From an optimization exercise on the open Yosys and OpenROAD flow, aimed at small area, a short achievable clock period and few clock cycles; shortcuts taken in it are not production practice.
Where RTL was checked, it was by simulation tests only, not by an equivalence proof against the original.
No activity file was given, so power comes from the tool's default toggle rates.

## finder
module finder(clk,rst_n,wr,din,find,dfind,full,is,location);
Size: about 1800 cells after synthesis, ~530 flip-flops, about 28 I/O pins, about 25000 um^2 of cells after synthesis.
Settings: LEC_CHECK=0, CAP_MARGIN=20, CORE_MARGIN=2, CORE_UTILIZATION=40, CTS_BUF_LIST=sky130_fd_sc_hd__clkbuf_8, CTS_CLUSTER_DIAMETER=60, CTS_CLUSTER_SIZE=18, SETUP_SLACK_MARGIN=4.7, SLEW_MARGIN=20; clock period 8.0 ns.
run.sh (not shown) runs the stock make flow with config.mk's settings and CLKGATE_MAP_FILE= SYNTH_SCRIPT=/design/flow/synth_recipe.tcl, a recipe that flattens the netlist after the stock synthesis.
Testbench counts at the start, summed over its fixed seeds: cycles 2,400.
Then changed:
CORE_UTILIZATION = 50   (was 40)
SETUP_SLACK_MARGIN = 4.65   (was 4.7)
The changed run completed with no timing, DRC or antenna violations.
Design area stays flat.
Clock power decreases by about 5%.
Power decreases by 1.0%.
Critical path depth decreases by 1.
Combinational power is about the same.
Setup slack gets worse by 0.0091 ns.
Synthesized cell count does not change.
Via count increases by about 2%.


The RTL this note starts from:
==> flow/design.v <==
module finder(clk,rst_n,wr,din,find,dfind,full,is,location);
	input clk;
	input rst_n;
	input wr;
	input [7:0] din;
	input find;
	input [7:0] dfind;
	output reg full;
	output reg is;
	output [5:0] location;
	reg [7:0] mem [0:62];
	reg [5:0] pointer;
	always @(posedge clk or negedge rst_n)
		if (!rst_n) begin
			pointer <= 6'd0;
			full <= 1'b0;
		end else if (wr) begin
			if (pointer != 6'd63) begin
				pointer <= pointer + 6'd1;
				full <= 1'b0;
			end else begin
				pointer <= 6'd0;
				full <= 1'b1;
			end
		end
	genvar i;
	generate
		for (i = 0; i < 63; i = i + 1) begin : g_mem
			always @(posedge clk)
				if (wr && pointer == i)
					mem[i] <= din;
		end
	endgenerate
	wire [5:0] p;
	wire [63:0] m;
	wire [63:0] h;
	generate
		for (i = 0; i < 63; i = i + 1) begin : g_cmp
			eq8 u_eq (.a(mem[i]), .b(dfind), .y(m[i]));
			assign h[i] = m[i] & (p <= i);
		end
	endgenerate
	assign m[63] = 1'b0;
	assign h[63] = 1'b0;
	function [6:0] first64(input [63:0] v);
		reg [5:0] idx;
		integer k;
		begin
			idx = 6'd0;
			for (k = 63; k >= 0; k = k - 1)
				if (v[k]) idx = k;
			first64 = {|v, idx};
		end
	endfunction
	wire [6:0] fh = first64(h);
	wire [6:0] fm = first64(m);
	reg [5:0] fh_r, fm_r;
	reg anyh_r;
	always @(posedge clk or negedge rst_n)
		if (!rst_n) begin
			is <= 1'b0;
			anyh_r <= 1'b0;
			fh_r <= 6'd0;
			fm_r <= 6'd0;
		end else if (find) begin
			is <= fm[6];
			anyh_r <= fh[6];
			fh_r <= fh[5:0];
			fm_r <= fm[5:0];
		end
	sel6 u_loc (.s(anyh_r), .a(fh_r), .b(fm_r), .y(location));
	sel6 u_p (.s(anyh_r), .a(fh_r), .b(fm_r), .y(p));
endmodule
module eq8(a, b, y);
	input [7:0] a;
	input [7:0] b;
	output y;
	assign y = (a == b);
endmodule
module sel6(s, a, b, y);
	input s;
	input [5:0] a;
	input [5:0] b;
	output [5:0] y;
	assign y = s ? a : b;
endmodule
==> flow/config.mk <==
export PLATFORM = sky130hd
export DESIGN_NAME = finder
export DESIGN_NICKNAME = finder
export VERILOG_FILES = /design/flow/design.v
export SDC_FILE = /design/flow/constraint.sdc
export NUM_CORES = 4
export LEC_CHECK = 0
export CAP_MARGIN = 20
export CORE_MARGIN = 2
export CORE_UTILIZATION = 40
export CTS_BUF_LIST = sky130_fd_sc_hd__clkbuf_8
export CTS_CLUSTER_DIAMETER = 60
export CTS_CLUSTER_SIZE = 18
export SETUP_SLACK_MARGIN = 4.8
export SLEW_MARGIN = 20
export SYNTH_HIERARCHICAL = 1
==> flow/constraint.sdc <==
create_clock -name core_clock -period 8.0 [get_ports {clk}]
set_input_delay 1.6000 -clock core_clock [delete_from_list [all_inputs] [get_ports {clk}]]
set_output_delay 1.6000 -clock core_clock [all_outputs]
set_load 0.01 [all_outputs]
==> next run, changes <==
Settings changed: SETUP_SLACK_MARGIN 4.8 to 4.5.
- die area stays the same
- clock skew rose by 11 ps
- sequential power stays flat
- total power drops by a few percent
Function was not checked in any run of this note: the RTL went through the layout flow alone.


job 2228:
finder, a different RTL version from the one above (not shown whole).
Size in the first run: ~530 flip-flops, ~28 I/O pins.
Settings: LEC_CHECK=0, CAP_MARGIN=20, CORE_MARGIN=2, CORE_UTILIZATION=40, CTS_BUF_LIST=sky130_fd_sc_hd__clkbuf_8, CTS_CLUSTER_DIAMETER=60, CTS_CLUSTER_SIZE=18, SETUP_SLACK_MARGIN=4.5, SLEW_MARGIN=20, TNS_END_PERCENT=10; clock period 8.0 ns.
Testbench counts of job 2228, summed over its fixed seeds: cycles 2,400.
> inputs changed (job 2228 -> job 6365)
- removing TNS_END_PERCENT (formerly 10)
==> flow/flow/run.sh (new file) <==
#!/bin/bash
# Standard layout (standard synthesis and every standard step), with ORFS's
# power recovery enabled after global-route repair: it downsizes cells on
# paths that have slack to spare.
set -euo pipefail
bash standard.sh RECOVER_POWER=100 finish > flow_make.log 2>&1
==> flow/standard.sh (new file) <==
#!/bin/bash
# synth_recipe.tcl (not shown) runs the flow's synth.tcl, then flattens the netlist and writes it again
# the make line also repeats each setting of config.mk as NAME=value (left out here)
make -C /OpenROAD-flow-scripts/flow DESIGN_CONFIG=/design/flow/config.mk WORK_HOME=/design/flow/orfs CLKGATE_MAP_FILE= SYNTH_SCRIPT=/design/flow/synth_recipe.tcl "${@:-finish}"
removed: flow/run.sh
### Flow results
To summarise job 6365: no stage aborted, but the layout did not pass its checks, failing on max-capacitance violations, max-slew violations. Between job 2228 and job 6365, setup slack at placement is higher for job 6365, job 2228 comes in under that. Comparing job 2228 and job 6365, the lower utilization after layout was measured on job 2228. Total met2 wirelength after detailed routing of job 6365 falls short of that of job 2228 by a few percent. Job 6365 — time the worst path needs with I/O delays and setup 1430 ps higher, job 2228 as reference. Summary of job 6365 over job 2228: sequential share of layout area lost 0.31 points, sum of internal, switching and leakage power fell by 1.7%, number of cells on the critical path climbed 2.
Input-level comparison between job 2524 and job 6365:
==> flow/run.sh (new file) <==
#!/bin/bash
# synth_recipe.tcl (not shown) runs the flow's synth.tcl, then flattens the netlist and writes it again
# the make line also repeats each setting of config.mk as NAME=value (left out here)
make -C /OpenROAD-flow-scripts/flow DESIGN_CONFIG=/design/flow/config.mk WORK_HOME=/design/flow/orfs CLKGATE_MAP_FILE= SYNTH_SCRIPT=/design/flow/synth_recipe.tcl finish
removed: flow/flow/run.sh
removed: flow/standard.sh
### Flow results
- Job 2524 went all the way through the flow, and no timing, DRC or antenna check failed.
- Taking job 6365 as the reference point, the portion of the clock cycle consumed by the worst path in the final layout of job 2524 falls by 20 points.
- Relative to job 6365, worst clock skew on the final layout has gone up in job 2524.
- Number of hold-slack violations in the final timing report came out exactly the same in job 6365 and job 2524.
- Number of inserted diodes (higher): job 2524
- From job 6365 to job 2524, number of enable-type register cells in the synthesized netlist did not move at all.
- Job 6365 has higher number of gates on the worst path with buffers counted than job 2524.
- NOTE: first-pass detailed-route iteration total in job 2524 exceeds that of job 6365
- Wire length essentially unchanged between job 6365 and job 2524.
- Part of the total power dissipated in combinational logic sits higher in job 2524 than in job 6365.

-- re-timing with driven ports --
The flow's constraints put no driver on any port. The routed layouts listed below were extracted and timed again, unchanged, in two steps.
Step 1 (the two cells are an assumption about what drives the block):
set clk [get_ports {clk}]
set_driving_cell -lib_cell sky130_fd_sc_hd__clkbuf_16 $clk
set_driving_cell -lib_cell sky130_fd_sc_hd__buf_2 [delete_from_list [all_inputs] $clk]
Step 2 also shifts input and output timing later by t, the mid clock arrival at the registers, as if the neighbouring blocks saw the same clock.
Slacks: ideal / step 1 / step 2; pairs: ideal / step 1.
run | shift t [ns] | setup WS [ns] | worst slew at a driven data input, ns
the first run of note 1 | 0.716 | 4.460 / 4.402 / 3.841 | 0.27
the second run of note 1 | 0.702 | 4.451 / 4.399 / 3.741 | 0.33
the first run of note 2 | 0.715 | 4.550 / 4.493 / 3.782 | 0.32
the second run of note 2 | 0.689 | 4.392 / 4.335 / 3.646 | 0.24
job 2228 | 0.716 | 4.319 / 4.188 / 3.472 | 0.27
job 6365 | 0.704 | 2.885 / 2.745 / 2.041 | 0.28
job 2524 | 0.707 | 4.498 / 4.392 / 3.685 | 0.28
The setup slack of job 2228, which loses most, moves by -0.131 ns with the drivers and by -0.847 ns with both steps.
